Background: an optimization exercise with open tools, aiming at small area and a short achievable clock period. Do not read the settings as production practice.
At most, simulation tests tie the RTL to the original design; equivalence was not proved.
Power and IR drop assume default switching activity.

==> inputs of trial 16 <==
## div_uu
module div_uu(clk, rst, ena, iready, z, d, q, s, div0, ovf, oready);
  input         clk, rst, ena, iready;
  input  [63:0] z;
  input  [31:0] d;
  output [31:0] q, s;
  output        div0, ovf, oready;
  reg    [31:0] q, s;
  reg           div0, ovf, oready;
  wire n1; g0 un1(d[0], n1);
  wire n2; g0 un2(d[1], n2);
  wire n3; g0 un3(d[2], n3);
  wire n4; g0 un4(d[3], n4);
  wire n5; g0 un5(d[4], n5);
  wire n6; g0 un6(d[5], n6);
  wire n7; g0 un7(d[6], n7);
  wire n8; g0 un8(d[7], n8);
  wire n9; g0 un9(d[8], n9);
  wire n10; g0 un10(d[9], n10);
  wire n11; g0 un11(d[10], n11);
  wire n12; g0 un12(d[11], n12);
  wire n13; g0 un13(d[12], n13);
  wire n14; g0 un14(d[13], n14);
  wire n15; g0 un15(d[14], n15);
  wire n16; g0 un16(d[15], n16);
  wire n17; g0 un17(d[16], n17);
  wire n18; g0 un18(d[17], n18);
  wire n19; g0 un19(d[18], n19);
  wire n20; g0 un20(d[19], n20);
  wire n21; g0 un21(d[20], n21);
  wire n22; g0 un22(d[21], n22);
  wire n23; g0 un23(d[22], n23);
  wire n24; g0 un24(d[23], n24);
  wire n25; g0 un25(d[24], n25);
  wire n26; g0 un26(d[25], n26);
  wire n27; g0 un27(d[26], n27);
  wire n28; g0 un28(d[27], n28);
  wire n29; g0 un29(d[28], n29);
  wire n30; g0 un30(d[29], n30);
  wire n31; g0 un31(d[30], n31);
  wire n32; g0 un32(d[31], n32);
  wire n33; g1 un33(z[32], d[0], n33);
  wire n34; g2 un34(z[33], n2, n34);
  wire n35; g3 un35(z[33], n2, n35);
  wire n36; g2 un36(z[34], n3, n36);
  wire n37; g3 un37(z[34], n3, n37);
  wire n38; g2 un38(z[35], n4, n38);
  wire n39; g3 un39(z[35], n4, n39);
  wire n40; g2 un40(z[36], n5, n40);
  wire n41; g3 un41(z[36], n5, n41);
  wire n42; g2 un42(z[37], n6, n42);
  wire n43; g3 un43(z[37], n6, n43);
  wire n44; g2 un44(z[38], n7, n44);
  wire n45; g3 un45(z[38], n7, n45);
  wire n46; g2 un46(z[39], n8, n46);
  wire n47; g3 un47(z[39], n8, n47);
  wire n48; g2 un48(z[40], n9, n48);
  wire n49; g3 un49(z[40], n9, n49);
  ...
Settings: LEC_CHECK=0, CAP_MARGIN=20, CORE_MARGIN=2, CORE_UTILIZATION=55, SETUP_SLACK_MARGIN=3.0, SLEW_MARGIN=20, SYNTH_HIERARCHICAL=1, SYNTH_MINIMUM_KEEP_SIZE=0; clock period 5.5 ns.
standard.sh (not shown) runs the stock make flow with config.mk's settings and CLKGATE_MAP_FILE= SYNTH_SCRIPT=/design/flow/synth_recipe.tcl, a recipe that flattens the netlist after the stock synthesis.
==> flow/flow/run.sh <==
#!/bin/bash
# Standard layout, with one change: after the standard synthesis, the gate
# cells that synthesis sized up for each small gate module
# (sky130_fd_sc_hd__a21oi_2, mux2_4, nor2b_4) are set back to size 1 (same
# pins and function); the later repair steps size up again whatever timing
# needs.
set -euo pipefail
bash standard.sh synth > synth.log 2>&1
R=orfs/results/${FLOW_PLATFORM}/div_uu/base
for c in a21oi_2 mux2_4 nor2b_4; do
  echo "$c $(grep -c "sky130_fd_sc_hd__$c " "$R/1_2_yosys.v" || true)" >> downsize.log
done
sed -i -e 's/\bsky130_fd_sc_hd__a21oi_2 /sky130_fd_sc_hd__a21oi_1 /' \
       -e 's/\bsky130_fd_sc_hd__mux2_4 /sky130_fd_sc_hd__mux2_1 /' \
       -e 's/\bsky130_fd_sc_hd__nor2b_4 /sky130_fd_sc_hd__nor2b_1 /' "$R/1_2_yosys.v"
rm -f "$R/1_synth.odb" "$R/1_synth.sdc"
bash standard.sh finish > finish.log 2>&1
==> build 40 (differences from trial 16) <==
Settings changed: SETUP_SLACK_MARGIN 3.0 to 3.2.
==> notes <==
Of trial 16 and build 40, build 40 has the higher wire length (gap about 6.5%, measured against build 40).
Of trial 16 and build 40, build 40 has the higher cell area (gap about 5.5%, measured against build 40).
Against trial 16, the fmax of build 40 is larger by about 0.34%.
Sequential cell count is the same in trial 16 and build 40.
Clock power: trial 16 is higher than build 40 (about 3%).

* * *

==> run G: inputs <==
Another version of the RTL of div_uu (not shown whole).
Settings: LEC_CHECK=0, CAP_MARGIN=20, CORE_MARGIN=2, CORE_UTILIZATION=50, SETUP_SLACK_MARGIN=2.9, SLEW_MARGIN=20, SYNTH_HIERARCHICAL=1, SYNTH_MINIMUM_KEEP_SIZE=0; clock period 5.5 ns.
run.sh (not shown) runs the stock make flow with config.mk's settings and CLKGATE_MAP_FILE= SYNTH_SCRIPT=/design/flow/synth_recipe.tcl, a recipe that flattens the netlist after the stock synthesis.
Stock flow here: none of the scripts above is used.
==> run H (differences from run G) <==
==> flow/flow/run.sh (new file) <==
#!/bin/bash
# Standard layout, with one change: after the standard synthesis, every
# sky130_fd_sc_hd__a21oi_2 that synthesis picked for a gate module is set
# back to sky130_fd_sc_hd__a21oi_1 (same pins and function); the later
# repair steps size up again whatever timing needs.
set -euo pipefail
bash standard.sh synth > synth.log 2>&1
R=orfs/results/${FLOW_PLATFORM}/div_uu/base
grep -c 'sky130_fd_sc_hd__a21oi_2 ' "$R/1_2_yosys.v" > downsize.log || true
sed -i 's/\bsky130_fd_sc_hd__a21oi_2 /sky130_fd_sc_hd__a21oi_1 /' "$R/1_2_yosys.v"
grep -c 'sky130_fd_sc_hd__a21oi_1 ' "$R/1_2_yosys.v" >> downsize.log || true
rm -f "$R/1_synth.odb" "$R/1_synth.sdc"
bash standard.sh finish > finish.log 2>&1
==> flow/standard.sh (new file) <==
#!/bin/bash
# synth_recipe.tcl (not shown) runs the flow's synth.tcl, then flattens the netlist and writes it again
# the make line also repeats each setting of config.mk as NAME=value (left out here)
make -C /OpenROAD-flow-scripts/flow DESIGN_CONFIG=/design/flow/config.mk WORK_HOME=/design/flow/orfs CLKGATE_MAP_FILE= SYNTH_SCRIPT=/design/flow/synth_recipe.tcl "${@:-finish}"
removed: flow/run.sh
==> run A (differences from run G) <==
==> flow/flow/run.sh (new file) <==
#!/bin/bash
# Standard layout, with one change: after the standard synthesis, every
# sky130_fd_sc_hd__a21oi_2 that synthesis picked for a gate module is set
# back to sky130_fd_sc_hd__a21oi_1 (same pins and function); the later
# repair steps size up again whatever timing needs.
set -euo pipefail
bash standard.sh synth > synth.log 2>&1
R=orfs/results/${FLOW_PLATFORM}/div_uu/base
grep -c 'sky130_fd_sc_hd__a21oi_2 ' "$R/1_2_yosys.v" > downsize.log || true
sed -i 's/\bsky130_fd_sc_hd__a21oi_2 /sky130_fd_sc_hd__a21oi_1 /' "$R/1_2_yosys.v"
grep -c 'sky130_fd_sc_hd__a21oi_1 ' "$R/1_2_yosys.v" >> downsize.log || true
rm -f "$R/1_synth.odb" "$R/1_synth.sdc"
bash standard.sh finish > finish.log 2>&1
==> flow/standard.sh (new file) <==
#!/bin/bash
# synth_recipe.tcl (not shown) runs the flow's synth.tcl, then flattens the netlist and writes it again
# the make line also repeats each setting of config.mk as NAME=value (left out here)
make -C /OpenROAD-flow-scripts/flow DESIGN_CONFIG=/design/flow/config.mk WORK_HOME=/design/flow/orfs CLKGATE_MAP_FILE= SYNTH_SCRIPT=/design/flow/synth_recipe.tcl "${@:-finish}"
Settings changed: CORE_UTILIZATION 50 to 55, CTS_CLUSTER_SIZE from default to 30, SETUP_SLACK_MARGIN 2.9 to 3.0.
removed: flow/run.sh
==> run notes <==
| quantity | run A | run H | run G |
|---|---|---|---|
| Layout cells sized above 1 | 13.7% | 10.0% | 22.9% |
| IR drop worst, VDD | 0.000320 V | 0.000308 V | 0.000376 V |
| Final worst clock skew | 0.0621 ns | 0.0527 ns | 0.0642 ns |
| Pwr Total | 108000 uW | 103000 uW | 111000 uW |
| Summed instance area of the synthesized netlist | 155000 um2 | 155000 um2 | 162000 um2 |
| Capture endpoint of the worst hold path | X2[5] | O14 | X21[4] |
| Data required, critical path | 6.12 ns | 4.40 ns | 4.40 ns |
| P_clk | 23100 uW | 22600 uW | 22800 uW |
| Multi-input gate area | 57500 um2 | 55500 um2 | 63100 um2 |
| Total Die Area | 287000 um2 | 315000 um2 | 329000 um2 |
| Fraction of area in multi-input gates | 31.2% | 30.8% | 33.2% |
| Total number of cells along the worst setup path | 9 | 1 | 1 |
| Setup CP Type | reg2reg | reg2out | reg2out |
| Share of total power consumed by net switching | 37.6% | 36.6% | 38.4% |
| Routed metal-1 wire length | 128 mm | 113 mm | 135 mm |
| Floorplan row count | 195 | 204 | 209 |
| Sum of met3 wire segment lengths after detailed routing | 10.9 mm | 8.05 mm | 11.0 mm |
| Critical path arrival | 3.20 ns | 1.49 ns | 1.52 ns |
| Storage cell area | 95800 um2 | 95800 um2 | 95800 um2 |
| Status | timing/DRC/antenna clean | timing/DRC/antenna clean | timing/DRC/antenna clean |
| Hold wc startpoint | X1[4] | O13 | X20[3] |
| Global-route usage over all layers | 22.2% | 18.1% | 19.9% |
| Minimum period implied by the final worst setup slack | 2.58 ns | 2.59 ns | 2.62 ns |
| Measured slew at the worst slew-check pin | 1.15 ns | 1.05 ns | 0.914 ns |
| Clock insertion delay at the later pin of the skew report | 0.94 ns | 0.92 ns | 0.95 ns |
| Vias per cell | 5.43 | 5.10 | 5.27 |
No run of this note included a check of the RTL's function; only the layout flow was run.

## re-timing with driven ports
No port has a modelled driver above. Below, the same layouts with a new extraction and two added sets of constraints.
Step 1, drivers: a clkbuf_16 drives clk and a buf_2 each remaining input, both assumed.
Step 2 also shifts input and output timing later by t, the mid clock arrival at the registers, as if the neighbouring blocks saw the same clock.
Slacks: ideal / step 1 / step 2; pairs: ideal / step 1.
| run | shift t [ns] | setup slack, ns | clock arrival spread, ns | worst register clock-pin slew, ns | pins driven straight from the clock port |
|---|---|---|---|---|---|
| trial 16 | 0.992 | 3.014 / 2.921 / 2.140 | 0.090 / 0.089 | 0.07 / 0.07 | 1 |
| build 40 | 0.993 | 3.023 / 2.930 / 2.319 | 0.083 / 0.083 | 0.07 / 0.07 | 1 |
| run G | 1.019 | 2.879 / 2.776 / 2.395 | 0.072 / 0.072 | 0.07 / 0.07 | 1 |
| run H | 0.997 | 2.914 / 2.813 / 2.330 | 0.075 / 0.075 | 0.06 / 0.06 | 1 |
| run A | 1.006 | 2.925 / 2.864 / 2.278 | 0.062 / 0.063 | 0.07 / 0.07 | 1 |
After both steps every run listed still meets setup and hold. The setup slack of trial 16, which loses most, moves by -0.093 ns with the drivers and by -0.874 ns with both steps.
